What follows belongs to an exercise in optimizing a design on an open flow for small area and a short achievable clock period; a production flow would make more cautious choices.
RTL that was checked went through simulation tests only; none was proved equivalent to the original.
Only the layout flow was run in runs 5 to 7; the RTL was not checked for function there.
In every run shown here, the design's own scripts or RTL, not TritonCTS, make the clock network.
The flow treats the clock pin as an ideal source. Dropping or thinning the clock tree relies on that and would not hold on a real chip.
Power and IR drop assume default switching activity.

### design/flow/design.v
`timescale 1ns / 1ps
module bcnn_pipeline (
    input  wire       clk,
    input  wire       reset,
    input  wire       pixel_in,
    input  wire       valid_in,
    input  wire [8:0] weight_bits1,
    input  wire [8:0] weight_bits2,
    input  wire [3:0] threshold1,
    input  wire [3:0] threshold2,
    output reg        pixel_out,
    output reg        valid_out
);
    reg [4:0] cp, rp;
    wire      last_col = &cp;
    always @(posedge clk) begin
        if (reset) begin
            cp <= 5'd4;
            rp <= 5'd5;
        end else if (valid_in) begin
            cp <= last_col ? 5'd4 : cp + 5'd1;
            if (last_col)
                rp <= (rp == 5'd0) ? 5'd5 : rp + 5'd1;
        end
    end
    wire f_lb1 = ~&cp[4:1];                           
    wire f_pl1 = ~cp[0] & (cp[4] | cp[3]);            
    wire f_c2  = cp[0] & (cp[4] | cp[3]);             
    wire f_ra  = ~rp[0] & (rp[4] | rp[3]);            
    wire f_rb  = rp[1] & ~rp[0] & (rp[4] | (rp[3] & rp[2]));  
    wire f_l2  = f_c2 & f_ra;
    function [2:0] therm;
        input [2:0] q;
        therm = {&q, (q[0] & q[1]) | (q[0] & q[2]) | (q[1] & q[2]), |q};
    endfunction
    function [9:0] le_therm;
        input [3:0] th;
        integer j;
        for (j = 0; j < 10; j = j + 1)
            le_therm[j] = (th <= j);
    endfunction
    function [6:0] w_of;
        input [1:0] s;
        input [9:0] lth;
        integer k;
        for (k = 0; k < 7; k = k + 1)
            w_of[k] = ((s == 2'd0) & lth[k])     | ((s == 2'd1) & lth[k + 1]) |
                      ((s == 2'd2) & lth[k + 2]) | ((s == 2'd3) & lth[k + 3]);
    endfunction
    function [3:0] v_of;
        input [6:0] w;
        input [2:0] g;
        integer m;
        for (m = 0; m < 4; m = m + 1)
            v_of[m] = w[m] | (g[0] & w[m + 1]) | (g[1] & w[m + 2]) | (g[2] & w[m + 3]);
    endfunction
    function act;
        input [3:0] v;
        input [2:0] g;
        act = v[0] | (g[0] & v[1]) | (g[1] & v[2]) | (g[2] & v[3]);
    endfunction
    function [1:0] count3;
        input [2:0] q;
        count3 = {(q[0] & q[1]) | (q[0] & q[2]) | (q[1] & q[2]), ^q};
    endfunction
    reg  [51:0] lb1;                  
    wire        x1 = pixel_in;        
    wire        m1 = lb1[25];         
    wire        t1 = lb1[51];         
    wire [2:0] q10 = {~(t1 ^ weight_bits1[8]), ~(m1 ^ weight_bits1[5]), ~(x1 ^ weight_bits1[2])};
    wire [2:0] q11 = {~(t1 ^ weight_bits1[7]), ~(m1 ^ weight_bits1[4]), ~(x1 ^ weight_bits1[1])};
    wire [2:0] q12 = {~(t1 ^ weight_bits1[6]), ~(m1 ^ weight_bits1[3]), ~(x1 ^ weight_bits1[0])};
    reg  [1:0] s1;
    reg  [3:0] v1;
    reg        a1_r;                  
    wire [3:0] v1_nx = v_of(w_of(s1, le_therm(threshold1)), therm(q11));
    wire       a1    = act(v1, therm(q12));
    always @(posedge clk) begin
        if (valid_in) begin
            if (f_lb1)
                lb1 <= {lb1[50:0], x1};
            s1   <= count3(q10);
            v1   <= v1_nx;
            a1_r <= a1;
        end
    end
    reg        left1;                 
    reg [11:0] pl1;                   
    reg        p1_r;                  
    wire       pair1    = left1 | a1_r;
    wire       pair1_ev = f_pl1;
    wire       p1_ev    = f_pl1 & f_ra;
    always @(posedge clk) begin
        if (valid_in) begin
            left1 <= a1_r;
            if (pair1_ev)
                pl1 <= {pl1[10:0], pair1};
            if (p1_ev)
                p1_r <= pair1 | pl1[11];
        end
    end
    wire       l2_ev = f_l2;
    reg [23:0] lb2;                   
    wire       x2 = p1_r;
    wire       m2 = lb2[11];
    wire       t2 = lb2[23];
    wire [2:0] q20 = {~(t2 ^ weight_bits2[8]), ~(m2 ^ weight_bits2[5]), ~(x2 ^ weight_bits2[2])};
    wire [2:0] q21 = {~(t2 ^ weight_bits2[7]), ~(m2 ^ weight_bits2[4]), ~(x2 ^ weight_bits2[1])};
    wire [2:0] q22 = {~(t2 ^ weight_bits2[6]), ~(m2 ^ weight_bits2[3]), ~(x2 ^ weight_bits2[0])};
    reg  [1:0] s2;
    reg  [3:0] v2;
    wire [3:0] v2_nx = v_of(w_of(s2, le_therm(threshold2)), therm(q21));
    wire       a2    = act(v2, therm(q22));
    reg        left2;
    reg  [4:0] pl2;
    wire       pair2    = left2 | a2;
    wire       pair2_ev = l2_ev & cp[1] & cp[0] & (cp[4] | (cp[3] & cp[2]));
    wire       out_ev   = pair2_ev & f_rb;
    always @(posedge clk) begin
        if (l2_ev && valid_in) begin
            lb2 <= {lb2[22:0], x2};
            s2  <= count3(q20);
            v2  <= v2_nx;
        end
        if (l2_ev && valid_in)
            left2 <= a2;
        if (pair2_ev && valid_in)
            pl2 <= {pl2[3:0], pair2};
        pixel_out <= pair2 | pl2[4];
    end
    always @(posedge clk) begin
        if (reset)
            valid_out <= 1'b0;
        else
            valid_out <= valid_in && out_ev;
    end
endmodule
### design/flow/flow/run.sh
#!/bin/bash
# Standard ORFS layout (the standard.sh) with two changes:
#  - ports are buffered with a small buffer cell (resizing may grow it);
#  - the clock tree is built by flow/manual_cts.tcl: the clock port drives one
#    root clkbuf, which drives a few clkbufs, each feeding a balanced group of
#    flip-flops (all sinks at the same depth).
set -euo pipefail
W=$PWD
export BUFFER_PORTS_ARGS="-buffer_cell sky130_fd_sc_hd__buf_1"
export PRE_CTS_TCL=$W/flow/manual_cts.tcl
export MCTS_CLOCK_PORT=clk
export MCTS_ROOT=sky130_fd_sc_hd__clkbuf_4
export MCTS_BUF=sky130_fd_sc_hd__clkbuf_16
export MCTS_GROUPS=5
export REMOVE_ABC_BUFFERS=1
bash standard.sh > $W/standard_flow.log 2>&1
### design/flow/flow/manual_cts.tcl
# Replaces clock_tree_synthesis for this small design: the clock port drives a
# few clkbuf cells directly, each feeding a balanced group of the flip-flops
# (groups from a median split of the sink locations).
proc mcts_split {items axis parts} {
  # items: list of {iterm x y}; returns list of groups
  if {$parts <= 1} { return [list $items] }
  set idx [expr {$axis == "x" ? 1 : 2}]
  set sorted [lsort -real -index $idx $items]
  set n [llength $sorted]
  set h [expr {$parts / 2}]
  set cut [expr {int(round(double($n) * $h / $parts))}]
  set a [lrange $sorted 0 [expr {$cut - 1}]]
  set b [lrange $sorted $cut end]
  set next [expr {$axis == "x" ? "y" : "x"}]
  return [concat [mcts_split $a $next $h] [mcts_split $b $next [expr {$parts - $h}]]]
}

proc clock_tree_synthesis {args} {
  set db [ord::get_db]
  set block [ord::get_db_block]
  set port [$block findBTerm $::env(MCTS_CLOCK_PORT)]
  set clk_net [$port getNet]
  set master [$db findMaster $::env(MCTS_BUF)]
  set parts $::env(MCTS_GROUPS)
  # optional root buffer between the port and the leaf buffers
  set drv_net $clk_net
  if {[info exists ::env(MCTS_ROOT)] && $::env(MCTS_ROOT) ne ""} {
    set rmaster [$db findMaster $::env(MCTS_ROOT)]
    set rinst [odb::dbInst_create $block $rmaster "clkbuf_root"]
    set core [$block getCoreArea]
    $rinst setLocation [expr {([$core xMin] + [$core xMax]) / 2}] [expr {([$core yMin] + [$core yMax]) / 2}]
    $rinst setPlacementStatus PLACED
    set drv_net [odb::dbNet_create $block "clknet_root"]
    $drv_net setSigType CLOCK
  }
  set items {}
  foreach it [$clk_net getITerms] {
    set inst [$it getInst]
    set box [$inst getBBox]
    lappend items [list $it [expr {([$box xMin] + [$box xMax]) / 2.0}] [expr {([$box yMin] + [$box yMax]) / 2.0}]]
  }
  puts "manual CTS: [llength $items] sinks in $parts groups of $::env(MCTS_BUF)"
  set k 0
  foreach group [mcts_split $items x $parts] {
    set sx 0.0; set sy 0.0
    foreach g $group { set sx [expr {$sx + [lindex $g 1]}]; set sy [expr {$sy + [lindex $g 2]}] }
    set cx [expr {int($sx / [llength $group])}]
    set cy [expr {int($sy / [llength $group])}]
    set inst [odb::dbInst_create $block $master "clkbuf_leaf_$k"]
    $inst setLocation $cx $cy
    $inst setPlacementStatus PLACED
    set net [odb::dbNet_create $block "clknet_leaf_$k"]
    $net setSigType CLOCK
    [$inst findITerm A] connect $drv_net
    [$inst findITerm X] connect $net
    foreach g $group {
      set it [lindex $g 0]
      $it disconnect
      $it connect $net
    }
    puts "  group $k: [llength $group] sinks, buffer at $cx $cy"
    incr k
  }
  if {$drv_net ne $clk_net} {
    [$rinst findITerm A] connect $clk_net
    [$rinst findITerm X] connect $drv_net
    # root buffer at the centroid of the leaf buffers
    set sx 0; set sy 0
    for {set i 0} {$i < $k} {incr i} {
      set b [[$block findInst "clkbuf_leaf_$i"] getLocation]
      set sx [expr {$sx + [lindex $b 0]}]; set sy [expr {$sy + [lindex $b 1]}]
    }
    $rinst setLocation [expr {$sx / $k}] [expr {$sy / $k}]
  }
  $clk_net setSigType CLOCK
  set_propagated_clock [all_clocks]
}
### design/flow/standard.sh
#!/bin/bash
# synth_recipe.tcl (not shown) runs the flow's synth.tcl, then flattens the netlist and writes it again
# the make line also repeats each setting of config.mk as NAME=value (left out here)
make -C /OpenROAD-flow-scripts/flow DESIGN_CONFIG=/design/flow/config.mk WORK_HOME=/design/flow/orfs CLKGATE_MAP_FILE= SYNTH_SCRIPT=/design/flow/synth_recipe.tcl "${@:-finish}"
### design/flow/config.mk
export PLATFORM = sky130hd
export DESIGN_NAME = bcnn_pipeline
export DESIGN_NICKNAME = bcnn_pipeline
export VERILOG_FILES = /design/flow/design.v
export SDC_FILE = /design/flow/constraint.sdc
export NUM_CORES = 4
export LEC_CHECK = 0
export CAP_MARGIN = 20
export CORE_MARGIN = 2
export CORE_UTILIZATION = 40
export SETUP_SLACK_MARGIN = 2.2
export SLEW_MARGIN = 20
### design/flow/constraint.sdc
create_clock -name core_clock -period 4.0 [get_ports {clk}]
set_input_delay 0.8000 -clock core_clock [delete_from_list [all_inputs] [get_ports {clk}]]
set_output_delay 0.8000 -clock core_clock [all_outputs]
set_load 0.01 [all_outputs]
==> impl_summary.log, run 1 <==
[metrics] area after detailed placement: 5150 µm²
[metrics] synthesized-area fraction occupied by and/or/nand/nor cells: 7.70%
[metrics] R2R Setup Slk: 2.16 ns
[metrics] setup repair after global routing missed its margin: true
[metrics] number of antenna violations at the first check in global routing: 1
[metrics] total grt overflow: 0
[metrics] classification of the worst setup path: in2reg
[metrics] remaining number of nets flagged by the antenna check after routing: 0
[metrics] Worst slew margin: 51.9%
[metrics] final non-filler cell area: 5610 µm²
[metrics] area occupied by multi-input gates: 1470 µm²
[metrics] number of standard-cell rows in the floorplan: 40
[metrics] sequential share of power: 65.7%
[metrics] per-cell via count in the routed design: 5.34
[metrics] dominant cell type by area after synthesis: sky130_fd_sc_hd__edfxtp_1
[metrics] vias in the first global route: 2579
[metrics] area of the placeable core: 11900 µm²
[metrics] Peak VDD IR: 0.000208 V
[metrics] Hold Crit Endpoint: lb1[24]
[metrics] Worst EP arrival: 2.15 ns
[metrics] critical path startpoint category: input pin
[metrics] count of TritonRoute iterations in the first routing pass: 4
[metrics] overall power consumption: 2.18 mW
[metrics] chip height: 114 µm
[metrics] ANT cells: 0
[metrics] max capacitance violation total: 0
[metrics] detailed-route DRC error count: 0
[metrics] share of total power in the clock network: 26.2%
[metrics] highest-count cells in the layout ignoring fill and taps: sky130_fd_sc_hd__edfxtp_1 (109), sky130_fd_sc_hd__buf_1 (26), sky130_fd_sc_hd__nor2_1 (18)
[metrics] vias post-DR: 2773
[metrics] post-route clock skew: 0.0122 ns
[metrics] FF-to-FF path depth: 6
[metrics] Crit Reg-Reg Endpoint: v2[1]
[metrics] Top Ports: 32
[metrics] number of synthesized register bits: 121
[metrics] horizontal extent of the die: 114 µm
[metrics] outcome: finished clean
[metrics] number of instances in the synthesized netlist: 331
[metrics] maximum number of pins on one net before global-route repair: 53
[metrics] final estimated routing congestion in global placement: 0.822
[metrics] fraction of synthesized cell area in xor and xnor cells: 4.51%
[metrics] power per cell area: 390 nW/µm²
[metrics] layout overhead on the synthesized area: 15.4%
[metrics] data required time of the critical path: 4.31 ns
[metrics] latest clock arrival within the worst-skew pair: 0.45 ns
[metrics] Mapped Area: 4860 µm²
[metrics] effective utilization at floorplan: 40.8%
[metrics] post-synthesis compound-gate area fraction: 8.94%
[metrics] largest driver fanout on the critical path: 2
[metrics] Filler cells: 1041
[metrics] register area share after synthesis: 72.3%
[metrics] Die Footprint: 13000 µm²
[metrics] Total Wirelength: 7870 µm
[metrics] cell types with the largest area share after synthesis: sky130_fd_sc_hd__edfxtp_1 (67%), sky130_fd_sc_hd__dfxtp_1 (4.9%), sky130_fd_sc_hd__xor2_1 (2.7%)
[metrics] internal power consumption: 1.73 mW
[metrics] Max Transition Viols Final: 0
[metrics] average cell area after synthesis: 14.7 µm²
[metrics] beginning of the worst register-to-register path: p1_r
[metrics] Synth warnings: 1
[metrics] instance count along the most critical hold path: 0
[metrics] IO Port Bufs: 31
[metrics] worst hold path startpoint: lb1[23]
[metrics] share of post-route cells with drive strength above 1: 17.7%
[metrics] Post-synth EDFFs: 109
[metrics] total setup violations reported at the end of the flow: 0
[metrics] net switching share of the total power: 21.0%
[metrics] total global routing track utilization: 11.5%
[metrics] wire length per cell after detailed routing: 15.2 µm
[metrics] net switching power of the design: 459 µW
[metrics] Main synth FF type: sky130_fd_sc_hd__edfxtp_1
[metrics] share of Yosys cell area claimed by the top area cell type: 67.4%
[metrics] slew at the pin closest to its max-slew limit: 0.722 ns
[metrics] mux share of post-synthesis cell area: 0.618%
[metrics] first-pass GRT wire length: 12300 µm
[metrics] main combinational cell family by area after synthesis: compound AO/OA/AOI/OAI gates
[metrics] share of synthesized cell area in full adder, half adder and majority cells: 3.97%
[metrics] most common cell after layout, fill and taps aside: sky130_fd_sc_hd__edfxtp_1
[metrics] final net count: 411
[metrics] number of DRC violations after detailed-routing iteration 0: 231
[metrics] P_leak: 1.86 nW
[metrics] Period minus WS final: 1.84 ns
[metrics] final worst setup slack: 2.16 ns
[metrics] footprint of the flip-flops and latches: 3510 µm²
[metrics] Final Hold Viols: 0
[metrics] Comb pwr share: 8.1%
[metrics] worst-case setup slack after placement: 1.59 ns
[metrics] detailed placement HPWL: 4710 µm
[metrics] post-route clock period utilization: 46.1%
[metrics] kind of end point of the critical path: flop
[metrics] number of distinct library cell variants in the gate-level netlist after synthesis: 48
[metrics] Clk pin slew, worst setup/hold paths: 0.09 ns
[metrics] maximum achievable frequency: 543 MHz
[metrics] path class of the lowest-slack min-delay path: reg2reg
[metrics] proportion of synthesized flip-flops having asynchronous set or reset: 0%
repair_timing:
action | CTS | global route
endpoints found under the setup margin | 105 | 41
gates resized for setup | 28 | 25
pin swaps | 9 | 17
hold buffers | 0 | 0
setup buffers | 9 | 4
state kept, by name, summed over array words and instances, names as in the netlist, 2 cells and up:
signal / flops
s2: 2
lb2: 24
cp: 5
v2: 4
pl1: 12
rp: 5
lb1: 52
s1: 2
pl2: 5
v1: 4
through the flow:
| step | std cells | utilization [%] | setup TNS (ns) | hold slack (ns) |
|---|---|---|---|---|
| finish | 519 | 47.1 | 0 | 0.425 |
| global route | 519 | 47.1 | 0 | 0.436 |
| CTS | 515 | 45.9 | 0 | 0.427 |
| detailed placement | 500 | 43.3 | 0 | 0.405 |
| global placement | 500 | 43.3 | 0 | 0.403 |
| floorplan | 319 | - | -0.418 | 0.400 |
cells in the mapped netlist, types with 3 or more instances:
master                     instances
sky130_fd_sc_hd__nand2_1          13
sky130_fd_sc_hd__a221oi_1          3
sky130_fd_sc_hd__or3_1             4
sky130_fd_sc_hd__o31ai_1           5
sky130_fd_sc_hd__clkbuf_1          9
sky130_fd_sc_hd__a21oi_1          18
sky130_fd_sc_hd__a31oi_1           7
sky130_fd_sc_hd__nand2b_1          9
sky130_fd_sc_hd__nor2b_1           4
sky130_fd_sc_hd__and3_1            5
sky130_fd_sc_hd__ha_1              5
sky130_fd_sc_hd__xor2_1           15
sky130_fd_sc_hd__dfxtp_1          12
sky130_fd_sc_hd__o211ai_1          3
sky130_fd_sc_hd__edfxtp_1        109
sky130_fd_sc_hd__nor2_1           21
sky130_fd_sc_hd__inv_1            13
sky130_fd_sc_hd__mux2i_1           3
sky130_fd_sc_hd__o21ai_0          14
sky130_fd_sc_hd__maj3_1            9
sky130_fd_sc_hd__nand3_1           4
sky130_fd_sc_hd__nor3_1            3
sky130_fd_sc_hd__xnor2_1          10
power groups by stage:
stage	combinational (mW)	sequential [mW]	clock (mW)
final	0.178	1.44	0.571
after global routing	0.196	1.44	0.640
after CTS	0.159	1.44	0.599
after detailed placement	0.145	1.46	0
after global placement	0.141	1.46	0
after floorplan	0.0949	1.46	0
area by class of cell:
type | instances | share of cell area [%]
timing repair buffer | 47 | 4.60
sequential | 121 | 62.7
multi-input combinational | 185 | 26.2
tap | 147 | 3.28
inverter | 13 | 0.871
buffer | 6 | 2.37
worst max-delay path by stage:
stage,from,end,slack [ns]
finish,weight_bits2[1],v2[1],2.16
global placement,threshold2[2],v2[0],1.65
global route,p1_r,v2[1],2.09
detailed placement,threshold2[2],v2[0],1.59
CTS,lb2[11],v2[1],2.15
floorplan,valid_in,lb1[0],-0.008
critical path, stage by stage:
cell,delay [ns]
sky130_fd_sc_hd__buf_1,0.27
sky130_fd_sc_hd__xor2_2,0.13
sky130_fd_sc_hd__maj3_2,0.32
sky130_fd_sc_hd__maj3_2,0.31
sky130_fd_sc_hd__a21o_1,0.21
sky130_fd_sc_hd__o21ai_2,0.11
layer usage:
| layer | track usage (%) | wire, µm | up-vias | part of all wire [%] |
|---|---|---|---|---|
| li1 | - | - | 1323 | - |
| met1 | 16.4 | 3600 | 1351 | 46 |
| met5 | 0 | 13 | - | 0.17 |
| met4 | 2.76 | 214 | 2 | 2.7 |
| met2 | 18.3 | 3570 | 80 | 45 |
| met3 | 2.17 | 473 | 17 | 6.0 |
cells by family after synthesis:
group,after synthesis
DFF,121
and+or+nand+nor,73
AOI/OAI and AO/OA,68
xor gates and xnor gates,25
buffers and inverters,25
adders and majority gates,16
muxes,3
==> run 2: changes to the inputs <==
--- a/design/flow/config.mk
+++ b/design/flow/config.mk
@@ -10,2 +10,3 @@
 export CORE_UTILIZATION = 40
+export GPL_TIMING_DRIVEN = 0
 export SETUP_SLACK_MARGIN = 2.2
==> impl_summary.log, run 2 <==
[metrics] Synth warnings: 1
[metrics] number of instances in the synthesized netlist: 331
[metrics] latest clock arrival within the worst-skew pair: 0.45 ns
[metrics] Total Wirelength: 7860 µm
[metrics] total global routing track utilization: 11.4%
[metrics] Main synth FF type: sky130_fd_sc_hd__edfxtp_1
[metrics] register area share after synthesis: 72.3%
[metrics] most frequent cells after synthesis: sky130_fd_sc_hd__edfxtp_1 (109), sky130_fd_sc_hd__nor2_1 (21), sky130_fd_sc_hd__a21oi_1 (18), sky130_fd_sc_hd__xor2_1 (15), sky130_fd_sc_hd__o21ai_0 (14)
[metrics] detailed-route DRC error count: 0
[metrics] IO Port Bufs: 31
[metrics] Final Hold Viols: 0
[metrics] Worst slew margin: 52.1%
[metrics] max capacitance violation total: 0
[metrics] setup repair after global routing missed its margin: true
[metrics] post-route clock period utilization: 45.7%
[metrics] family with the most delay on the worst path: simple AND/OR/NAND/NOR gates
[metrics] Period minus WS final: 1.83 ns
[metrics] area of the placeable core: 11900 µm²
[metrics] critical path startpoint category: flop
[metrics] Die Footprint: 13000 µm²
[metrics] count of TritonRoute iterations in the first routing pass: 5
[metrics] number of synthesized register bits: 121
[metrics] final estimated routing congestion in global placement: 0.804
[metrics] Post-synth EDFFs: 109
[metrics] first-pass GRT wire length: 12300 µm
[metrics] proportion of synthesized flip-flops having asynchronous set or reset: 0%
[metrics] non-filler cells, final: 523
[metrics] slew at the pin closest to its max-slew limit: 0.718 ns
[metrics] most used standard cell by instance count after synthesis: sky130_fd_sc_hd__edfxtp_1
[metrics] overall power consumption: 2.19 mW
[metrics] Max Transition Viols Final: 0
[metrics] effective utilization at floorplan: 40.8%
[metrics] dominant cell type by area after synthesis: sky130_fd_sc_hd__edfxtp_1
[metrics] share of Yosys cell area claimed by the top area cell type: 67.4%
[metrics] largest driver fanout on the critical path: 4
[metrics] register bank with the most flops: lb1
[metrics] wire length per cell after detailed routing: 15.0 µm
[metrics] cell type of the slowest stage on the worst timing path: sky130_fd_sc_hd__edfxtp_1
[metrics] worst hold slack: 0.424 ns
[metrics] classification of the worst setup path: reg2reg
[metrics] total grt overflow: 0
[metrics] total instance count after detailed placement: 500
[metrics] area after detailed placement: 5210 µm²
[metrics] number of antenna violations at the first check in global routing: 1
[metrics] P_leak: 1.90 nW
[metrics] FF-to-FF path depth: 5
[metrics] Hold Crit Endpoint: lb1[45]
[metrics] maximum achievable frequency: 547 MHz
[metrics] detailed placement HPWL: 4830 µm
[metrics] post-route clock skew: 0.00788 ns
[metrics] Peak VDD IR: 0.000211 V
[metrics] beginning of the worst register-to-register path: lb2[11]
[metrics] Top Ports: 32
[metrics] number of distinct library cell variants in the gate-level netlist after synthesis: 48
[metrics] number of standard-cell rows in the floorplan: 40
[metrics] worst hold path startpoint: lb1[44]
[metrics] vias post-DR: 2733
[metrics] path class of the lowest-slack min-delay path: reg2reg
[metrics] share of post-route cells with drive strength above 1: 19.2%
[metrics] power per cell area: 386 nW/µm²
[metrics] delay of the slowest cell on the worst path: 0.53 ns
[metrics] cells along the critical path: xnor2_2, a31oi_1, nor2b_1, or4_4, or2_1
[metrics] registers with the highest flip-flop counts: lb1: 52 flops, lb2: 24 flops, pl1: 12 flops
[metrics] per-cell via count in the routed design: 5.23
[metrics] number of buffers and inverters on the critical path: 0
[metrics] number of flip-flops in the largest register: 52
[metrics] outcome: finished clean
[metrics] most common cell after layout, fill and taps aside: sky130_fd_sc_hd__edfxtp_1
[metrics] average cell area after synthesis: 14.7 µm²
[metrics] CTS Hold Bufs: 0
[metrics] total setup violations reported at the end of the flow: 0
[metrics] cell types with the largest area share after synthesis: sky130_fd_sc_hd__edfxtp_1 (67%), sky130_fd_sc_hd__dfxtp_1 (4.9%), sky130_fd_sc_hd__xor2_1 (2.7%)
[metrics] chip height: 114 µm
[metrics] Worst EP arrival: 2.18 ns
[metrics] remaining number of nets flagged by the antenna check after routing: 0
[metrics] kind of end point of the critical path: flop
[metrics] Mapped Area: 4860 µm²
[metrics] vias in the first global route: 2539
[metrics] final non-filler cell area: 5680 µm²
[metrics] data required time of the critical path: 4.35 ns
[metrics] final net count: 414
[metrics] maximum number of pins on one net before global-route repair: 31
[metrics] Crit Reg-Reg Endpoint: pixel_out
[metrics] horizontal extent of the die: 114 µm
[metrics] R2R Setup Slk: 2.17 ns
[metrics] layout overhead on the synthesized area: 16.9%
[metrics] Clk pin slew, worst setup/hold paths: 0.09 ns
[metrics] number of DRC violations after detailed-routing iteration 0: 190
[metrics] highest-count cells in the layout ignoring fill and taps: sky130_fd_sc_hd__edfxtp_1 (109), sky130_fd_sc_hd__buf_1 (26), sky130_fd_sc_hd__nor2_1 (17)
[metrics] instance count along the most critical hold path: 0
[run 2: kinds of logic after synthesis]
group                      synth area share [%]
AOI/OAI and AO/OA                          8.94
buffers and inverters                      1.96
and+or+nand+nor                            7.70
xor gates and xnor gates                   4.51
adders and majority gates                  3.97
muxes                                     0.618
DFF                                        72.3
[run 2: layer usage]
metal  GRT usage, %  part of all wire, %  wire, µm  vias up
met1           17.2                   47      3700     1329
met4           2.60                  2.4       192        0
met2           17.9                   46      3620       63
met5              0                    0         0        -
met3           1.59                  4.5       352       16
li1               -                    -         -     1325
[run 2: layout make-up]
cell class	count	area [µm²]
multi-input combinational	185	1460
buffer	6	133
tap	147	184
inverter	13	48.8
fill	1045	6230
antenna	1	2.50
timing repair buffer	50	340
sequential	121	3510
[run 2: worst max-delay path by stage]
| stage | to | slack, ns | start | cells after the start |
|---|---|---|---|---|
| 6_report | pixel_out | 2.17 | lb2[11] | 5 |
| 5_1_grt | v2[0] | 2.05 | lb2[23] | 6 |
| 4_1_cts | v2[3] | 2.19 | lb2[11] | 5 |
| 3_5_place_dp | lb1[29] | 1.18 | valid_in | 4 |
| 3_3_place_gp | lb1[34] | -1.74 | valid_in | 3 |
| 2_1_floorplan | lb1[0] | -0.008 | valid_in | 2 |
[run 2: timing repair]
action,4_1_cts,5_1_grt
endpoints found under the setup margin,113,41
pin swaps,15,23
buffers inserted,11,5
gates resized for setup,31,21
cloned,0,0
[run 2: worst register-to-register path, delay by kind of cell (launching register included)]
family / cells / cell delay [ns]
AOI/OAI and AO/OA: 1 / 0.19
xor gates and xnor gates: 1 / 0.24
DFF: 1 / 0.53
and+or+nand+nor: 3 / 0.76
[run 2: per-stage QoR]
stage	setup WS (ns)	utilization (%)	TNS (ns)
after global placement	-1.74	42.9	-90.45
final	2.17	47.7	0
after CTS	2.19	46.7	0
after floorplan	-0.00803	-	-0.418
after detailed placement	1.18	43.7	0
after global routing	2.05	47.7	0
[run 2: power by group]
group	total, mW	internal, mW	switching (mW)
logic	0.185	0.0794	0.105
clock network	0.574	0.234	0.341
registers	1.44	1.42	0.0182
==> run 3: changes to the inputs <==
--- a/design/flow/config.mk
+++ b/design/flow/config.mk
@@ -10,4 +10,3 @@
 export CORE_UTILIZATION = 40
-export GPL_TIMING_DRIVEN = 0
-export SETUP_SLACK_MARGIN = 2.2
+export SETUP_SLACK_MARGIN = 2.3
 export SLEW_MARGIN = 20
==> impl_summary.log, run 3 <==
[metrics] maximum achievable frequency: 542 MHz
[metrics] most frequent cells after synthesis: sky130_fd_sc_hd__edfxtp_1 (109), sky130_fd_sc_hd__nor2_1 (21), sky130_fd_sc_hd__a21oi_1 (18), sky130_fd_sc_hd__xor2_1 (15), sky130_fd_sc_hd__o21ai_0 (14)
[metrics] Synth warnings: 1
[metrics] dominant cell type by area after synthesis: sky130_fd_sc_hd__edfxtp_1
[metrics] area after detailed placement: 5150 µm²
[metrics] Max Transition Viols Final: 0
[metrics] average cell area after synthesis: 14.7 µm²
[metrics] Crit Reg-Reg Endpoint: v2[0]
[metrics] Period minus WS final: 1.85 ns
[metrics] register bank with the most flops: lb1
[metrics] Mapped Area: 4860 µm²
[metrics] area of the placeable core: 11900 µm²
[metrics] detailed-route DRC error count: 0
[metrics] Post-synth EDFFs: 109
[metrics] post-route clock skew: 0.0122 ns
[metrics] ANT cells: 0
[metrics] vias in the first global route: 2596
[metrics] number of standard-cell rows in the floorplan: 40
[metrics] beginning of the worst register-to-register path: p1_r
[metrics] Peak VDD IR: 0.000207 V
[metrics] total grt overflow: 0
[metrics] share of post-route cells with drive strength above 1: 19.8%
[metrics] final non-filler cell area: 5690 µm²
[metrics] chip height: 114 µm
[metrics] per-cell via count in the routed design: 5.34
[metrics] Final Hold Viols: 0
[metrics] power per cell area: 386 nW/µm²
[metrics] number of instances in the synthesized netlist: 331
[metrics] final estimated routing congestion in global placement: 0.822
[metrics] registers with the highest flip-flop counts: lb1: 52 flops, lb2: 24 flops, pl1: 12 flops
[metrics] register area share after synthesis: 72.3%
[metrics] outcome: finished clean
[metrics] largest driver fanout on the critical path: 4
[metrics] Worst slew margin: 62.1%
[metrics] Clk pin slew, worst setup/hold paths: 0.09 ns
[metrics] count of TritonRoute iterations in the first routing pass: 5
[metrics] share of Yosys cell area claimed by the top area cell type: 67.4%
[metrics] IO Port Bufs: 31
[metrics] setup repair after global routing missed its margin: true
[metrics] routed metal-1 wire length: 3610 µm
[metrics] WL met3: 488 µm
[metrics] kind of end point of the critical path: flop
[metrics] crit path from: weight_bits2[7]
[metrics] final net count: 413
[metrics] total global routing track utilization: 11.7%
[metrics] number of antenna violations at the first check in global routing: 1
[metrics] effective utilization at floorplan: 40.8%
[metrics] total setup violations reported at the end of the flow: 0
[metrics] R2R Setup Slk: 2.17 ns
[metrics] post-route clock period utilization: 46.2%
[metrics] most used standard cell by instance count after synthesis: sky130_fd_sc_hd__edfxtp_1
[metrics] P_leak: 1.90 nW
[metrics] CP Capture Point: v2[0]
[metrics] detailed placement HPWL: 4710 µm
[metrics] Top Metal Used: met5
[metrics] classification of the worst setup path: in2reg
[metrics] critical path startpoint category: input pin
[metrics] number of DRC violations after detailed-routing iteration 0: 254
[metrics] latest clock arrival within the worst-skew pair: 0.45 ns
[metrics] Filler cells: 1040
[metrics] Die Footprint: 13000 µm²
[metrics] max capacitance violation total: 0
[metrics] slew at the pin closest to its max-slew limit: 0.569 ns
[metrics] cell types with the largest area share after synthesis: sky130_fd_sc_hd__edfxtp_1 (67%), sky130_fd_sc_hd__dfxtp_1 (4.9%), sky130_fd_sc_hd__xor2_1 (2.7%)
[metrics] proportion of synthesized flip-flops having asynchronous set or reset: 0%
[metrics] utilization after layout: 47.8%
[metrics] path class of the lowest-slack min-delay path: reg2reg
[metrics] overall power consumption: 2.20 mW
[metrics] horizontal extent of the die: 114 µm
[metrics] Worst EP arrival: 2.02 ns
[metrics] amount of wire on met2 after detailed routing: 3650 µm
[metrics] maximum number of pins on one net before global-route repair: 53
[metrics] vias post-DR: 2781
[metrics] first-pass GRT wire length: 12600 µm
[metrics] number of flip-flops in the largest register: 52
[metrics] layout overhead on the synthesized area: 17.1%
[metrics] Top Ports: 32
[metrics] total negative setup slack: 0 ns
[metrics] data required time of the critical path: 4.17 ns
[metrics] FF-to-FF path depth: 5
[metrics] CTS Hold Bufs: 0
[metrics] remaining number of nets flagged by the antenna check after routing: 0
[metrics] number of distinct library cell variants in the gate-level netlist after synthesis: 48
[metrics] highest-count cells in the layout ignoring fill and taps: sky130_fd_sc_hd__edfxtp_1 (109), sky130_fd_sc_hd__buf_1 (23), sky130_fd_sc_hd__nor2_1 (18)
[metrics] wire length per cell after detailed routing: 15.3 µm
[metrics] Total Wirelength: 7950 µm
[metrics] Main synth FF type: sky130_fd_sc_hd__edfxtp_1
[metrics] most common cell after layout, fill and taps aside: sky130_fd_sc_hd__edfxtp_1
[metrics] number of synthesized register bits: 121
==> run 3: cell counts after synthesis <==
Identical to the previous run, type by type.
==> run 3: report_power, final <==
group	internal (mW)	switching (mW)	total, mW
clock network	0.234	0.339	0.573
logic	0.0790	0.107	0.186
registers	1.42	0.0184	1.44
total	1.73	0.465	2.20
==> run 3: area by class of cell <==
class                           count  area (µm²)  share of cell area, %
Inverter                           13        48.8                  0.858
Timing Repair Buffer               49         305                   5.37
Buffer                              6         133                   2.33
Multi-Input combinational cell    185        1500                   26.4
Tap cell                          147         184                   3.23
Sequential cell                   121        3510                   61.8
==> run 3: repair_timing <==
item | in CTS | in global routing
gates resized for setup | 43 | 25
buffers inserted | 11 | 4
pin swaps | 18 | 15
setup endpoints to repair | 112 | 95
==> run 3: per-layer routing <==
metal	vias up	global-route usage, %
met5	-	0
met4	2	2.76
met3	19	2.17
met2	80	18.7
met1	1354	16.8
li1	1326	-
==> run 3: metrics by stage <==
step | hold slack [ns] | setup slack, ns | instances
floorplan | 0.400 | -0.00803 | 319
global placement | 0.403 | 1.65 | 500
detailed placement | 0.405 | 1.59 | 500
CTS | 0.427 | 2.17 | 517
global route | 0.436 | 2.12 | 521
finish | 0.425 | 2.15 | 521
==> run 3: worst min-delay path by stage <==
stage                     startpoint      end  depth (start not counted)
after global routing         lb1[28]  lb1[29]                          0
after detailed placement     lb1[20]  lb1[21]                          0
final                         lb2[5]   lb2[6]                          0
after global placement       lb2[20]  lb2[21]                          0
after floorplan               lb1[9]  lb1[10]                          0
after CTS                    lb1[20]  lb1[21]                          0
==> run 3: logic make-up (layout without fill, tap and decap cells) <==
group / after synthesis / count (layout) / synth area share, %
flip-flops: 121 / 121 / 72.3
AND/OR/NAND/NOR: 73 / 73 / 7.70
AO/OA/AOI/OAI: 68 / 68 / 8.94
XOR/XNOR: 25 / 25 / 4.51
buffers and inverters: 25 / 68 / 1.96
adder cells (fa/ha/maj): 16 / 16 / 3.97
multiplexers: 3 / 3 / 0.618
==> run 3: critical path, stage by stage <==
cell and delay (ns):
sky130_fd_sc_hd__buf_1 0.26, sky130_fd_sc_hd__xnor2_4 0.15, sky130_fd_sc_hd__maj3_2 0.38, sky130_fd_sc_hd__a221oi_2 0.27
sky130_fd_sc_hd__o311ai_1 0.15
==> run 4: changes to the inputs <==
--- a/design/flow/config.mk
+++ b/design/flow/config.mk
@@ -7,6 +7,6 @@
 export LEC_CHECK = 0
-export CAP_MARGIN = 20
+export CAP_MARGIN = 0
 export CORE_MARGIN = 2
 export CORE_UTILIZATION = 40
-export SETUP_SLACK_MARGIN = 2.3
-export SLEW_MARGIN = 20
+export SETUP_SLACK_MARGIN = 2.2
+export SLEW_MARGIN = 0
==> impl_summary.log, run 4 <==
[metrics] per-cell via count in the routed design: 5.34
[metrics] dominant cell type by area after synthesis: sky130_fd_sc_hd__edfxtp_1
[metrics] vias in the first global route: 2579
[metrics] horizontal extent of the die: 114 µm
[metrics] Final Hold Viols: 0
[metrics] vias post-DR: 2773
[metrics] Max Transition Viols Final: 0
[metrics] highest-count cells in the layout ignoring fill and taps: sky130_fd_sc_hd__edfxtp_1 (109), sky130_fd_sc_hd__buf_1 (26), sky130_fd_sc_hd__nor2_1 (18)
[metrics] effective utilization at floorplan: 40.8%
[metrics] critical path startpoint category: input pin
[metrics] total setup violations reported at the end of the flow: 0
[metrics] largest driver fanout on the critical path: 2
[metrics] utilization after layout: 47.1%
[metrics] detailed placement HPWL: 4710 µm
[metrics] number of flip-flops in the largest register: 52
[metrics] total grt overflow: 0
[metrics] Die Footprint: 13000 µm²
[metrics] first-pass GRT wire length: 12300 µm
[metrics] count of TritonRoute iterations in the first routing pass: 4
[metrics] layout overhead on the synthesized area: 15.4%
[metrics] number of antenna violations at the first check in global routing: 1
[metrics] most used standard cell by instance count after synthesis: sky130_fd_sc_hd__edfxtp_1
[metrics] average cell area after synthesis: 14.7 µm²
[metrics] outcome: finished clean
[metrics] register area share after synthesis: 72.3%
[metrics] chip height: 114 µm
[metrics] Top Ports: 32
[metrics] crit path from: weight_bits2[1]
[metrics] total global routing track utilization: 11.5%
[metrics] registers with the highest flip-flop counts: lb1: 52 flops, lb2: 24 flops, pl1: 12 flops
[metrics] most common cell after layout, fill and taps aside: sky130_fd_sc_hd__edfxtp_1
[metrics] register bank with the most flops: lb1
[metrics] beginning of the worst register-to-register path: p1_r
[metrics] share of Yosys cell area claimed by the top area cell type: 67.4%
[metrics] Post-synth EDFFs: 109
[metrics] most frequent cells after synthesis: sky130_fd_sc_hd__edfxtp_1 (109), sky130_fd_sc_hd__nor2_1 (21), sky130_fd_sc_hd__a21oi_1 (18), sky130_fd_sc_hd__xor2_1 (15), sky130_fd_sc_hd__o21ai_0 (14)
[metrics] area of the placeable core: 11900 µm²
[metrics] Period minus WS final: 1.84 ns
[metrics] Worst slew margin: 51.9%
[metrics] Total Wirelength: 7870 µm
[metrics] power per cell area: 390 nW/µm²
[metrics] post-route clock period utilization: 46.1%
[metrics] classification of the worst setup path: in2reg
[metrics] latest clock arrival within the worst-skew pair: 0.45 ns
[metrics] Worst EP arrival: 2.15 ns
[metrics] slew at the pin closest to its max-slew limit: 0.722 ns
[metrics] Synth warnings: 1
[metrics] worst-case setup slack after placement: 1.59 ns
[metrics] post-route clock skew: 0.0122 ns
[metrics] max capacitance violation total: 0
[metrics] number of instances in the synthesized netlist: 331
[metrics] number of distinct library cell variants in the gate-level netlist after synthesis: 48
[metrics] cell types with the largest area share after synthesis: sky130_fd_sc_hd__edfxtp_1 (67%), sky130_fd_sc_hd__dfxtp_1 (4.9%), sky130_fd_sc_hd__xor2_1 (2.7%)
[metrics] number of synthesized register bits: 121
[metrics] maximum number of pins on one net before global-route repair: 53
[metrics] path class of the lowest-slack min-delay path: reg2reg
[metrics] worst hold path startpoint: lb1[23]
[metrics] Mapped Area: 4860 µm²
[metrics] final estimated routing congestion in global placement: 0.822
[metrics] maximum achievable frequency: 543 MHz
[metrics] kind of end point of the critical path: flop
[metrics] final net count: 411
[metrics] remaining number of nets flagged by the antenna check after routing: 0
[metrics] Peak VDD IR: 0.000208 V
[metrics] data required time of the critical path: 4.31 ns
[metrics] share of post-route cells with drive strength above 1: 17.7%
[metrics] proportion of synthesized flip-flops having asynchronous set or reset: 0%
[metrics] Main synth FF type: sky130_fd_sc_hd__edfxtp_1
[metrics] detailed-route DRC error count: 0
[metrics] IO Port Bufs: 31
[metrics] wire length per cell after detailed routing: 15.2 µm
[metrics] worst hold slack: 0.425 ns
[metrics] number of standard-cell rows in the floorplan: 40
[metrics] ANT cells: 0
[metrics] final worst setup slack: 2.16 ns
[metrics] number of DRC violations after detailed-routing iteration 0: 231
[metrics] Clk pin slew, worst setup/hold paths: 0.09 ns
[metrics] setup repair after global routing missed its margin: true
[metrics] CTS Hold Bufs: 0
[metrics] P_leak: 1.86 nW
run 4: cell counts after synthesis:
Identical to the previous run, type by type.
run 4: path summary, 6_finish.rpt:
path / endpoint / slack [ns] / cells past startpoint
max: v2[1] / 2.16 / 6
min: lb1[24] / 0.43 / 0
max reg2reg: v2[1] / 2.16 / 6
min reg2reg: lb1[24] / 0.43 / 0
run 4: cell families after synthesis:
logic type	synth area share, %
buffers and inverters	1.96
flip-flops	72.3
multiplexers	0.618
AO/OA/AOI/OAI	8.94
adder cells (fa/ha/maj)	3.97
XOR/XNOR	4.51
AND/OR/NAND/NOR	7.70
run 4: repair_timing:
action                     4_1_cts  5_1_grt
gates cloned                     0        0
resized for setup               28       25
setup endpoints to repair      105       41
pin swaps                        9       17
buffers inserted                 9        4
run 4: critical path: stages:
cell and delay [ns]:
sky130_fd_sc_hd__buf_1 0.27, sky130_fd_sc_hd__xor2_2 0.13, sky130_fd_sc_hd__maj3_2 0.32, sky130_fd_sc_hd__maj3_2 0.31, sky130_fd_sc_hd__a21o_1 0.21, sky130_fd_sc_hd__o21ai_2 0.11
run 4: cell type report:
class | count | area (µm²)
Timing Repair Buffer | 47 | 258
Fill cell | 1041 | 6310
Multi-Input combinational cell | 185 | 1470
Sequential cell | 121 | 3510
Inverter | 13 | 48.8
Buffer | 6 | 133
Tap cell | 147 | 184
run 4: layer usage:
layer	vias to the layer above	share of wire [%]	wire, µm	GRT usage [%]
li1	1323	-	-	-
met4	2	2.7	214	2.76
met1	1351	46	3600	16.4
met5	-	0.17	13	0
met2	80	45	3570	18.3
met3	17	6.0	473	2.17
run 4: power breakdown:
group | total [mW] | internal (mW) | switching, mW
Sequential | 1.44 | 1.42 | 0.0176
Combinational | 0.178 | 0.0736 | 0.104
Clock | 0.571 | 0.234 | 0.337
Total | 2.18 | 1.73 | 0.459
run 4: through the flow:
step                power (mW)  instance area, µm²  instances  setup TNS, ns
floorplan                 1.55                4810        319         -0.418
global placement          1.61                5150        500              0
detailed placement        1.61                5150        500              0
CTS                       2.19                5470        515              0
global route              2.28                5610        519              0
finish                    2.18                5610        519              0
==> run 5: changes to the inputs <==
--- a/design/flow/design.v
+++ b/design/flow/design.v
@@ -74,3 +74,3 @@
     reg  [3:0] v1;
-    reg        a1_r;                  
+    reg        pr1;
     wire [3:0] v1_nx = v_of(w_of(s1, le_therm(threshold1)), therm(q11));
@@ -83,18 +83,14 @@
             v1   <= v1_nx;
-            a1_r <= a1;
+            pr1  <= a1 | (cp[0] & pr1);
         end
     end
-    reg        left1;                 
     reg [11:0] pl1;                   
     reg        p1_r;                  
-    wire       pair1    = left1 | a1_r;
-    wire       pair1_ev = f_pl1;
-    wire       p1_ev    = f_pl1 & f_ra;
+    wire       p1_ev = f_pl1 & f_ra;
     always @(posedge clk) begin
         if (valid_in) begin
-            left1 <= a1_r;
-            if (pair1_ev)
-                pl1 <= {pl1[10:0], pair1};
+            if (f_pl1)
+                pl1 <= {pl1[10:0], pr1};
             if (p1_ev)
-                p1_r <= pair1 | pl1[11];
+                p1_r <= pr1 | pl1[11];
         end
--- a/design/flow/config.mk
+++ b/design/flow/config.mk
@@ -7,3 +7,3 @@
 export LEC_CHECK = 0
-export CAP_MARGIN = 0
+export CAP_MARGIN = 20
 export CORE_MARGIN = 2
@@ -11,2 +11,2 @@
 export SETUP_SLACK_MARGIN = 2.2
-export SLEW_MARGIN = 0
+export SLEW_MARGIN = 20
==> impl_summary.log, run 5 <==
[metrics] Synth warnings: 1
[metrics] total global routing track utilization: 11.0%
[metrics] vias post-DR: 2738
[metrics] area of the placeable core: 11900 µm²
[metrics] setup repair after global routing missed its margin: true
[metrics] outcome: finished clean
[metrics] classification of the worst setup path: reg2reg
[metrics] count of TritonRoute iterations in the first routing pass: 5
[metrics] average cell area after synthesis: 14.6 µm²
[metrics] Worst slew margin: 53.2%
[metrics] number of instances in the synthesized netlist: 330
[metrics] utilization after layout: 46.6%
[metrics] final net count: 411
[metrics] Main synth FF type: sky130_fd_sc_hd__edfxtp_1
[metrics] largest driver fanout on the critical path: 4
[metrics] post-route clock period utilization: 48.6%
[metrics] maximum number of pins on one net before global-route repair: 53
[metrics] Die Footprint: 13000 µm²
[metrics] detailed placement HPWL: 4670 µm
[metrics] proportion of synthesized flip-flops having asynchronous set or reset: 0%
[metrics] dominant cell type by area after synthesis: sky130_fd_sc_hd__edfxtp_1
[metrics] final estimated routing congestion in global placement: 0.919
[metrics] synthesized-area fraction occupied by and/or/nand/nor cells: 7.78%
[metrics] number of distinct library cell variants in the gate-level netlist after synthesis: 48
[metrics] cell types with the largest area share after synthesis: sky130_fd_sc_hd__edfxtp_1 (67%), sky130_fd_sc_hd__dfxtp_1 (5.0%), sky130_fd_sc_hd__xor2_1 (2.7%)
[metrics] R2R Setup Slk: 2.06 ns
[metrics] number of synthesized register bits: 120
[metrics] post-synthesis compound-gate area fraction: 8.92%
[metrics] remaining number of nets flagged by the antenna check after routing: 0
[metrics] number of flip-flops in the largest register: 52
[metrics] Hold Crit Endpoint: lb2[3]
[metrics] highest-count cells in the layout ignoring fill and taps: sky130_fd_sc_hd__edfxtp_1 (108), sky130_fd_sc_hd__buf_1 (25), sky130_fd_sc_hd__nor2_1 (18), sky130_fd_sc_hd__a21oi_1 (18)
[metrics] registers with the highest flip-flop counts: lb1: 52 flops, lb2: 24 flops, pl1: 12 flops
[metrics] instance count along the most critical hold path: 0
[metrics] Crit Reg-Reg Endpoint: pixel_out
[metrics] Mapped Area: 4830 µm²
[metrics] Final Hold Viols: 0
[metrics] register area share after synthesis: 72.2%
[metrics] Clk pin slew, worst setup/hold paths: 0.09 ns
[metrics] effective utilization at floorplan: 40.5%
[metrics] mux share of post-synthesis cell area: 0.622%
[metrics] first-pass GRT wire length: 12000 µm
[metrics] horizontal extent of the die: 114 µm
[metrics] Period minus WS final: 1.94 ns
[metrics] max capacitance violation total: 0
[metrics] critical path startpoint category: flop
[metrics] Top Ports: 32
[metrics] P_leak: 1.85 nW
[metrics] total setup violations reported at the end of the flow: 0
[metrics] Post-synth EDFFs: 108
[metrics] share of post-route cells with drive strength above 1: 16.9%
[metrics] most common cell after layout, fill and taps aside: sky130_fd_sc_hd__edfxtp_1
[metrics] Max Transition Viols Final: 0
[metrics] chip height: 114 µm
[metrics] Peak VDD IR: 0.000229 V
[metrics] worst hold slack: 0.422 ns
[metrics] power per cell area: 389 nW/µm²
[metrics] total grt overflow: 0
[metrics] most used standard cell by instance count after synthesis: sky130_fd_sc_hd__edfxtp_1
[metrics] slew at the pin closest to its max-slew limit: 0.701 ns
[metrics] Filler cells: 1034
[metrics] FF-to-FF path depth: 6
[metrics] vias in the first global route: 2458
[metrics] fraction of synthesized cell area in xor and xnor cells: 4.54%
[metrics] wire length per cell after detailed routing: 14.5 µm
[metrics] Total Wirelength: 7560 µm
[metrics] Worst EP arrival: 2.29 ns
[metrics] kind of end point of the critical path: flop
[metrics] number of antenna violations at the first check in global routing: 1
[metrics] beginning of the worst register-to-register path: lb2[23]
[metrics] data required time of the critical path: 4.35 ns
[metrics] IO Port Bufs: 31
[metrics] layout overhead on the synthesized area: 15.0%
[metrics] per-cell via count in the routed design: 5.27
[metrics] maximum achievable frequency: 514 MHz
[metrics] share of Yosys cell area claimed by the top area cell type: 67.2%
[metrics] CTS Hold Bufs: 0
[metrics] detailed-route DRC error count: 0
[metrics] number of DRC violations after detailed-routing iteration 0: 259
[metrics] share of synthesized cell area in full adder, half adder and majority cells: 3.99%
[metrics] main combinational cell family by area after synthesis: compound AO/OA/AOI/OAI gates
[metrics] most frequent cells after synthesis: sky130_fd_sc_hd__edfxtp_1 (108), sky130_fd_sc_hd__nor2_1 (21), sky130_fd_sc_hd__a21oi_1 (19), sky130_fd_sc_hd__xor2_1 (15), sky130_fd_sc_hd__o21ai_0 (14)
[metrics] latest clock arrival within the worst-skew pair: 0.45 ns
[metrics] number of standard-cell rows in the floorplan: 40
[metrics] path class of the lowest-slack min-delay path: reg2reg
[metrics] post-route clock skew: 0.0110 ns
[metrics] register bank with the most flops: lb1
[metrics] worst hold path startpoint: lb2[2]
## run 5: layout make-up
type | count | area [µm²] | share of cell area [%]
Antenna cell | 1 | 2.50 | 0.0451
Timing Repair Buffer | 48 | 282 | 5.07
Sequential cell | 120 | 3480 | 62.8
Inverter | 13 | 48.8 | 0.879
Tap cell | 147 | 184 | 3.31
Multi-Input combinational cell | 185 | 1420 | 25.5
Buffer | 6 | 133 | 2.39
## run 5: power breakdown
part | internal (mW) | total, mW | leakage [nW] | switching (mW)
Combinational | 0.0695 | 0.169 | 0.686 | 0.0997
Sequential | 1.41 | 1.42 | 1.10 | 0.0189
Clock | 0.234 | 0.564 | 0.0662 | 0.330
Total | 1.71 | 2.16 | 1.85 | 0.449
## run 5: cells by family after synthesis
group / count (synthesis)
multiplexers: 3
AND/OR/NAND/NOR: 73
adder cells (fa/ha/maj): 16
XOR/XNOR: 25
flip-flops: 120
AO/OA/AOI/OAI: 68
buffers and inverters: 25
## run 5: what timing repair did
item	in CTS	in global routing
endpoints found under the setup margin	114	108
pin swaps	6	17
setup buffers	8	7
hold endpoints to repair	0	0
gates resized for setup	23	27
## run 5: worst max-delay path by stage
stage	start	end	cells after the start
floorplan	valid_in	lb1[0]	2
global placement	valid_in	lb1[3]	4
detailed placement	valid_in	lb1[6]	4
CTS	p1_r	v2[0]	5
global route	p1_r	v2[0]	5
finish	lb2[23]	pixel_out	6
## run 5: through the flow
stage          area [µm²]  setup slack, ns  TNS, ns  instances  total power [mW]
6_report             5550             2.06        0        520              2.16
5_1_grt              5550             1.99        0        520              2.25
4_1_cts              5390             2.05        0        512              2.18
3_5_place_dp         5110             1.28        0        498              1.60
3_3_place_gp         5110             1.33        0        498              1.59
2_1_floorplan        4780         -0.00803   -0.418        318              1.54
## run 5: routing by layer
layer | global-route usage [%] | share of wire (%) | routed length (µm)
met1 | 17.0 | 49 | 3670
met4 | 1.87 | 2.4 | 184
met5 | 0 | 0 | 0
met2 | 17.5 | 45 | 3410
met3 | 1.06 | 3.8 | 287
## run 5: critical path, cell delays in order, from the launching register on
cell and delay, ns:
sky130_fd_sc_hd__edfxtp_1 0.51, sky130_fd_sc_hd__buf_4 0.19, sky130_fd_sc_hd__xnor2_1 0.15, sky130_fd_sc_hd__a21oi_1 0.17
sky130_fd_sc_hd__nor2_1 0.07, sky130_fd_sc_hd__or4_4 0.53, sky130_fd_sc_hd__or2_1 0.23
==> run 6: changes to the inputs <==
--- a/design/flow/design.v
+++ b/design/flow/design.v
@@ -109,5 +109,5 @@
     wire       a2    = act(v2, therm(q22));
-    reg        left2;
+    reg        pr2;
     reg  [4:0] pl2;
-    wire       pair2    = left2 | a2;
+    reg        d_pair, d_out;
     wire       pair2_ev = l2_ev & cp[1] & cp[0] & (cp[4] | (cp[3] & cp[2]));
@@ -119,14 +119,17 @@
             v2  <= v2_nx;
+            pr2 <= a2 | (cp[1] & pr2);
         end
-        if (l2_ev && valid_in)
-            left2 <= a2;
-        if (pair2_ev && valid_in)
-            pl2 <= {pl2[3:0], pair2};
-        pixel_out <= pair2 | pl2[4];
+        d_pair <= valid_in & pair2_ev;
+        if (d_pair)
+            pl2 <= {pl2[3:0], pr2};
+        pixel_out <= pr2 | pl2[4];
     end
     always @(posedge clk) begin
-        if (reset)
+        if (reset) begin
+            d_out     <= 1'b0;
             valid_out <= 1'b0;
-        else
-            valid_out <= valid_in && out_ev;
+        end else begin
+            d_out     <= valid_in & out_ev;
+            valid_out <= d_out;
+        end
     end
==> impl_summary.log, run 6 <==
[metrics] overall power consumption: 2.20 mW
[metrics] detailed-route DRC error count: 0
[metrics] total grt overflow: 0
[metrics] proportion of synthesized flip-flops having asynchronous set or reset: 0%
[metrics] P_leak: 1.88 nW
[metrics] Main synth FF type: sky130_fd_sc_hd__edfxtp_1
[metrics] final non-filler cell area: 5680 µm²
[metrics] largest driver fanout on the critical path: 3
[metrics] register area share after synthesis: 71.2%
[metrics] classification of the worst setup path: reg2reg
[metrics] area of the placeable core: 12100 µm²
[metrics] total global routing track utilization: 11.9%
[metrics] maximum achievable frequency: 525 MHz
[metrics] setup repair after global routing missed its margin: true
[metrics] share of total power in the clock network: 25.7%
[metrics] area after detailed placement: 5290 µm²
[metrics] first-pass GRT wire length: 13100 µm
[metrics] remaining number of nets flagged by the antenna check after routing: 0
[metrics] Max Transition Viols Final: 0
[metrics] latest clock arrival within the worst-skew pair: 0.45 ns
[metrics] most frequent cells after synthesis: sky130_fd_sc_hd__edfxtp_1 (108), sky130_fd_sc_hd__a21oi_1 (26), sky130_fd_sc_hd__nor2_1 (17), sky130_fd_sc_hd__xor2_1 (16), sky130_fd_sc_hd__nand2_1 (15)
[metrics] post-route clock skew: 0.00922 ns
[metrics] detailed placement HPWL: 4960 µm
[metrics] total setup violations reported at the end of the flow: 0
[metrics] highest-count cells in the layout ignoring fill and taps: sky130_fd_sc_hd__edfxtp_1 (108), sky130_fd_sc_hd__a21oi_1 (25), sky130_fd_sc_hd__buf_1 (25)
[metrics] critical path startpoint category: flop
[metrics] path class of the lowest-slack min-delay path: reg2reg
[metrics] worst hold slack: 0.420 ns
[metrics] average cell area after synthesis: 14.4 µm²
[metrics] dominant cell type by area after synthesis: sky130_fd_sc_hd__edfxtp_1
[metrics] Period minus WS final: 1.91 ns
[metrics] kind of end point of the critical path: flop
[metrics] vias in the first global route: 2785
[metrics] cells along the critical path: xor2_2, maj3_2, maj3_2, or3_4, o311ai_4
[metrics] CP dominant cell by count: sky130_fd_sc_hd__maj3_2
[metrics] number of synthesized register bits: 122
[metrics] Synth warnings: 1
[metrics] wire length per cell after detailed routing: 14.3 µm
[metrics] cell type of the slowest stage on the worst timing path: sky130_fd_sc_hd__edfxtp_1
[metrics] outcome: finished clean
[metrics] effective utilization at floorplan: 41.0%
[metrics] Final Hold Viols: 0
[metrics] number of antenna violations at the first check in global routing: 1
[metrics] number of DRC violations after detailed-routing iteration 0: 192
[metrics] IO Port Bufs: 31
[metrics] horizontal extent of the die: 115 µm
[metrics] count of TritonRoute iterations in the first routing pass: 4
[metrics] family with the most delay on the worst path: adder cells
[metrics] Die Footprint: 13300 µm²
[metrics] net switching share of the total power: 21.1%
[metrics] maximum number of pins on one net before global-route repair: 53
[metrics] Top Ports: 32
[metrics] Total Wirelength: 7980 µm
[metrics] utilization after layout: 47.1%
[metrics] Comb pwr share: 8.5%
[metrics] slew at the pin closest to its max-slew limit: 0.498 ns
[metrics] number of flip-flops in the largest register: 52
[metrics] Peak VDD IR: 0.000220 V
[metrics] internal power consumption: 1.74 mW
[metrics] total negative setup slack: 0 ns
[metrics] post-route clock period utilization: 47.6%
[metrics] delay of the slowest cell on the worst path: 0.51 ns
[metrics] register bank with the most flops: lb1
[metrics] share of Yosys cell area claimed by the top area cell type: 65.5%
[metrics] number of standard-cell rows in the floorplan: 40
[metrics] per-cell via count in the routed design: 5.15
[metrics] Clk pin slew, worst setup/hold paths: 0.09 ns
[metrics] number of distinct library cell variants in the gate-level netlist after synthesis: 44
[metrics] most used standard cell by instance count after synthesis: sky130_fd_sc_hd__edfxtp_1
[metrics] number of buffers and inverters on the critical path: 0
[metrics] number of instances in the synthesized netlist: 344
[metrics] Worst EP arrival: 2.19 ns
[metrics] most common cell after layout, fill and taps aside: sky130_fd_sc_hd__edfxtp_1
[metrics] Worst slew margin: 66.5%
[metrics] final estimated routing congestion in global placement: 0.837
[metrics] Post-synth EDFFs: 108
[metrics] max capacitance violation total: 0
[metrics] chip height: 115 µm
[metrics] share of post-route cells with drive strength above 1: 14.9%
[metrics] power per cell area: 388 nW/µm²
[metrics] layout overhead on the synthesized area: 14.7%
[metrics] net switching power of the design: 465 µW
[metrics] registers with the highest flip-flop counts: lb1: 52 flops, lb2: 24 flops, pl1: 12 flops
[metrics] cell types with the largest area share after synthesis: sky130_fd_sc_hd__edfxtp_1 (66%), sky130_fd_sc_hd__dfxtp_1 (5.7%), sky130_fd_sc_hd__xor2_1 (2.8%)
[metrics] sequential share of power: 65.8%
[metrics] final net count: 427
[metrics] data required time of the critical path: 4.28 ns
[metrics] Mapped Area: 4950 µm²
[metrics] vias post-DR: 2866
run 6: changes by cell type after synthesis, moves of 4 or more:
| cell | delta |
|---|---|
| sky130_fd_sc_hd__o21ai_0 | -4 |
| sky130_fd_sc_hd__and3_1 | -4 |
| sky130_fd_sc_hd__a21oi_1 | +7 |
| sky130_fd_sc_hd__nor3_1 | +5 |
| sky130_fd_sc_hd__nor2_1 | -4 |
| sky130_fd_sc_hd__nand2b_1 | -4 |
| sky130_fd_sc_hd__maj3_2 | +5 |
run 6: metal layers:
metal / share of wire (%) / GRT usage, % / up-vias
met4: 1.9 / 2.25 / 0
met2: 45 / 19.3 / 73
met3: 4.8 / 1.69 / 11
met5: 0 / 0 / -
li1: - / - / 1388
met1: 49 / 17.5 / 1394
run 6: timing repair:
item	4_1_cts	5_1_grt
gates resized for setup	11	22
buffers inserted	11	3
gates cloned	0	0
hold buffers	0	0
pin swaps	4	3
setup endpoints to repair	69	69
run 6: cells by family (layout without fill, tap and decap cells):
family	Yosys count	count (layout)	synth area share (%)
compound gates	74	74	9.28
xor+xnor	29	29	5.13
fa+ha+maj	18	18	4.42
buf+inv	25	69	1.92
flops	122	122	71.2
mux	3	3	0.607
other cells	0	1	0
simple gates	73	73	7.43
run 6: metrics by stage:
stage | worst slack, ns | cells
floorplan | -0.0392 | 333
global placement | 1.60 | 536
detailed placement | 1.48 | 536
CTS | 2.11 | 553
global route | 2.04 | 556
finish | 2.09 | 557
run 6: path summary, 6_finish.rpt:
check	start	end	slack, ns	depth (start not counted)
max reg2reg	lb1[51]	v1[0]	2.09	5
max	lb1[51]	v1[0]	2.09	5
min reg2reg	lb1[43]	lb1[44]	0.42	0
min	lb1[43]	lb1[44]	0.42	0
run 6: power by group through the flow:
stage	clock network [mW]	logic, mW	registers, mW
2_1_floorplan	0	0.107	1.47
3_3_place_gp	0	0.160	1.48
3_5_place_dp	0	0.162	1.48
4_1_cts	0.603	0.173	1.45
5_1_grt	0.637	0.210	1.45
6_report	0.566	0.187	1.45
run 6: area by class of cell:
class / instances / area (µm²)
fill: 1051 / 6390
tap: 168 / 210
antenna: 1 / 2.50
timing repair buffer: 49 / 278
sequential: 122 / 3520
buffer: 6 / 133
multi-input combinational: 197 / 1480
inverter: 14 / 52.6
run 6: worst reg2reg max path, stage by stage (launching register included):
cell	delay, ns
sky130_fd_sc_hd__edfxtp_1	0.51
sky130_fd_sc_hd__xor2_2	0.20
sky130_fd_sc_hd__maj3_2	0.33
sky130_fd_sc_hd__maj3_2	0.30
sky130_fd_sc_hd__or3_4	0.34
sky130_fd_sc_hd__o311ai_4	0.06
==> run 7: changes to the inputs <==
--- a/design/flow/flow/run.sh
+++ b/design/flow/flow/run.sh
@@ -11,6 +11,5 @@
 export MCTS_CLOCK_PORT=clk
-export MCTS_ROOT=sky130_fd_sc_hd__clkbuf_4
+export MCTS_ROOT=sky130_fd_sc_hd__clkbuf_8
 export MCTS_BUF=sky130_fd_sc_hd__clkbuf_16
-export MCTS_GROUPS=5
-export REMOVE_ABC_BUFFERS=1
+export MCTS_GROUPS=6
 bash standard.sh > $W/standard_flow.log 2>&1
==> impl_summary.log, run 7 <==
[metrics] dominant cell type by area after synthesis: sky130_fd_sc_hd__edfxtp_1
[metrics] max capacitance violation total: 0
[metrics] registers with the highest flip-flop counts: lb1: 52 flops, lb2: 24 flops, pl1: 12 flops
[metrics] non-filler cells, final: 555
[metrics] main combinational cell family by area after synthesis: compound AO/OA/AOI/OAI gates
[metrics] vias post-DR: 2860
[metrics] area after detailed placement: 5470 µm²
[metrics] vias in the first global route: 2582
[metrics] Final Hold Viols: 0
[metrics] total instance count after detailed placement: 535
[metrics] outcome: finished clean
[metrics] P_leak: 1.95 nW
[metrics] cells along the critical path: buf_4, xor2_4, maj3_2, maj3_2, or3_1, o311ai_1
[metrics] post-route clock skew: 0.00515 ns
[metrics] number of DRC violations after detailed-routing iteration 0: 199
[metrics] ANT cells: 0
[metrics] CP dominant cell by count: sky130_fd_sc_hd__maj3_2
[metrics] post-route clock period utilization: 48.5%
[metrics] share of Yosys cell area claimed by the top area cell type: 65.5%
[metrics] maximum number of pins on one net before global-route repair: 53
[metrics] final net count: 426
[metrics] Total Wirelength: 7780 µm
[metrics] latest clock arrival within the worst-skew pair: 0.38 ns
[metrics] IO Port Bufs: 31
[metrics] most common cell after layout, fill and taps aside: sky130_fd_sc_hd__edfxtp_1
[metrics] effective utilization at floorplan: 41.0%
[metrics] wire length per cell after detailed routing: 14.0 µm
[metrics] cell type of the slowest stage on the worst timing path: sky130_fd_sc_hd__maj3_2
[metrics] Worst slew margin: 60.4%
[metrics] layout overhead on the synthesized area: 18.1%
[metrics] Period minus WS final: 1.94 ns
[metrics] CTS Hold Bufs: 0
[metrics] detailed-route DRC error count: 0
[metrics] register bank with the most flops: lb1
[metrics] detailed placement HPWL: 4860 µm
[metrics] remaining number of nets flagged by the antenna check after routing: 0
[metrics] final non-filler cell area: 5840 µm²
[metrics] path class of the lowest-slack min-delay path: reg2reg
[metrics] share of synthesized cell area in full adder, half adder and majority cells: 4.42%
[metrics] post-synthesis compound-gate area fraction: 9.28%
[metrics] number of distinct library cell variants in the gate-level netlist after synthesis: 44
[metrics] Top Ports: 32
[metrics] area of the placeable core: 12100 µm²
[metrics] Mapped Area: 4950 µm²
[metrics] synthesized-area fraction occupied by and/or/nand/nor cells: 7.43%
[metrics] share of post-route cells with drive strength above 1: 19.4%
[metrics] total grt overflow: 0
[metrics] per-cell via count in the routed design: 5.15
[metrics] number of standard-cell rows in the floorplan: 40
[metrics] delay of the slowest cell on the worst path: 0.35 ns
[metrics] Main synth FF type: sky130_fd_sc_hd__edfxtp_1
[metrics] Clk pin slew, worst setup/hold paths: 0.08 ns
[metrics] Synth warnings: 1
[metrics] kind of end point of the critical path: flop
[metrics] power per cell area: 390 nW/µm²
[metrics] most used standard cell by instance count after synthesis: sky130_fd_sc_hd__edfxtp_1
[metrics] total global routing track utilization: 11.2%
[metrics] first-pass GRT wire length: 12500 µm
[metrics] total setup violations reported at the end of the flow: 0
[metrics] number of antenna violations at the first check in global routing: 0
[metrics] total negative setup slack: 0 ns
[metrics] maximum achievable frequency: 515 MHz
[metrics] classification of the worst setup path: in2reg
[metrics] setup repair after global routing missed its margin: true
[metrics] number of synthesized register bits: 122
[metrics] number of flip-flops in the largest register: 52
[metrics] Max Transition Viols Final: 0
[metrics] number of instances in the synthesized netlist: 344
[metrics] count of TritonRoute iterations in the first routing pass: 4
[metrics] mux share of post-synthesis cell area: 0.607%
[metrics] largest driver fanout on the critical path: 4
[metrics] final estimated routing congestion in global placement: 0.849
[metrics] highest-count cells in the layout ignoring fill and taps: sky130_fd_sc_hd__edfxtp_1 (108), sky130_fd_sc_hd__a21oi_1 (24), sky130_fd_sc_hd__buf_1 (20)
[metrics] cell types with the largest area share after synthesis: sky130_fd_sc_hd__edfxtp_1 (66%), sky130_fd_sc_hd__dfxtp_1 (5.7%), sky130_fd_sc_hd__xor2_1 (2.8%)
[metrics] fraction of synthesized cell area in xor and xnor cells: 5.13%
[metrics] horizontal extent of the die: 115 µm
[metrics] Peak VDD IR: 0.000334 V
[metrics] most frequent cells after synthesis: sky130_fd_sc_hd__edfxtp_1 (108), sky130_fd_sc_hd__a21oi_1 (26), sky130_fd_sc_hd__nor2_1 (17), sky130_fd_sc_hd__xor2_1 (16), sky130_fd_sc_hd__nand2_1 (15)
[metrics] chip height: 115 µm
[metrics] slew at the pin closest to its max-slew limit: 0.588 ns
[metrics] Worst EP arrival: 2.14 ns
[metrics] proportion of synthesized flip-flops having asynchronous set or reset: 0%
[metrics] Post-synth EDFFs: 108
[metrics] critical path startpoint category: input pin
[metrics] data required time of the critical path: 4.20 ns
[metrics] average cell area after synthesis: 14.4 µm²
[metrics] Die Footprint: 13300 µm²
[metrics] register area share after synthesis: 71.2%
-- run 7: changes by cell type in the layout (fill, tap and decap cells not counted), sizes merged --
cell	before	now
diode	1	0
clkbuf	9	12
buf	46	42
-- run 7: timing repair --
item                                    CTS  global route
pin swaps                                 9             5
buffers inserted                          9             4
hold endpoints to repair                  0             0
endpoints found under the setup margin   73            66
gates resized for setup                  19            18
-- run 7: power breakdown --
group / switching [mW] / internal [mW]
logic: 0.115 / 0.0843
registers: 0.0227 / 1.43
clock network: 0.340 / 0.289
total: 0.478 / 1.80
-- run 7: worst paths after layout --
path / cells after the start / endpoint / slack [ns] / start
min: 0 / lb1[36] / 0.42 / lb1[35]
max reg2reg: 5 / v1[0] / 2.11 / lb1[25]
max: 6 / v1[0] / 2.06 / weight_bits1[4]
min reg2reg: 0 / lb1[36] / 0.42 / lb1[35]
-- run 7: through the flow --
stage / util (%) / hold slack, ns / setup slack [ns] / power, mW
after floorplan: - / 0.400 / 1.63 / 1.61
after global placement: 45.3 / 0.406 / 1.51 / 1.65
after detailed placement: 45.3 / 0.405 / 1.46 / 1.66
after CTS: 47.7 / 0.421 / 2.05 / 2.30
after global routing: 48.4 / 0.432 / 2.05 / 2.37
final: 48.4 / 0.420 / 2.06 / 2.28
-- run 7: cell type report --
class                      count  area [µm²]
inverter                      14        57.6
timing repair buffer          47         289
tap                          168         210
fill                        1050        6220
buffer                         7         164
multi-input combinational    197        1600
sequential                   122        3520
-- run 7: cell families (layout without fill, tap and decap cells) --
group | after synthesis | count (layout)
and+or+nand+nor | 73 | 73
AOI/OAI and AO/OA | 74 | 74
muxes | 3 | 3
xor gates and xnor gates | 29 | 29
buffers and inverters | 25 | 68
DFF | 122 | 122
adders and majority gates | 18 | 18
-- run 7: layer usage --
metal | wire (µm) | GRT usage, % | up-vias
li1 | - | - | 1377
met1 | 3740 | 16.9 | 1390
met2 | 3440 | 17.8 | 83
met3 | 497 | 1.74 | 10
met4 | 101 | 1.77 | 0
met5 | 0 | 0 | -
-- run 7: worst max-delay path, delay by kind of cell --
kind | cells | cell delay (ns)
buffers and inverters | 1 | 0.14
adder cells (fa/ha/maj) | 2 | 0.64
XOR/XNOR | 1 | 0.18
AND/OR/NAND/NOR | 1 | 0.30
AO/OA/AOI/OAI | 1 | 0.08

Re-timed with assumed drivers on the ports (clkbuf_16 on the clock, buf_2 on other inputs), run 7 has 2.067 ns of setup slack against 2.060 ns with ideal ports, and 1.665 ns once port delays also move by the mid clock arrival of 0.402 ns.
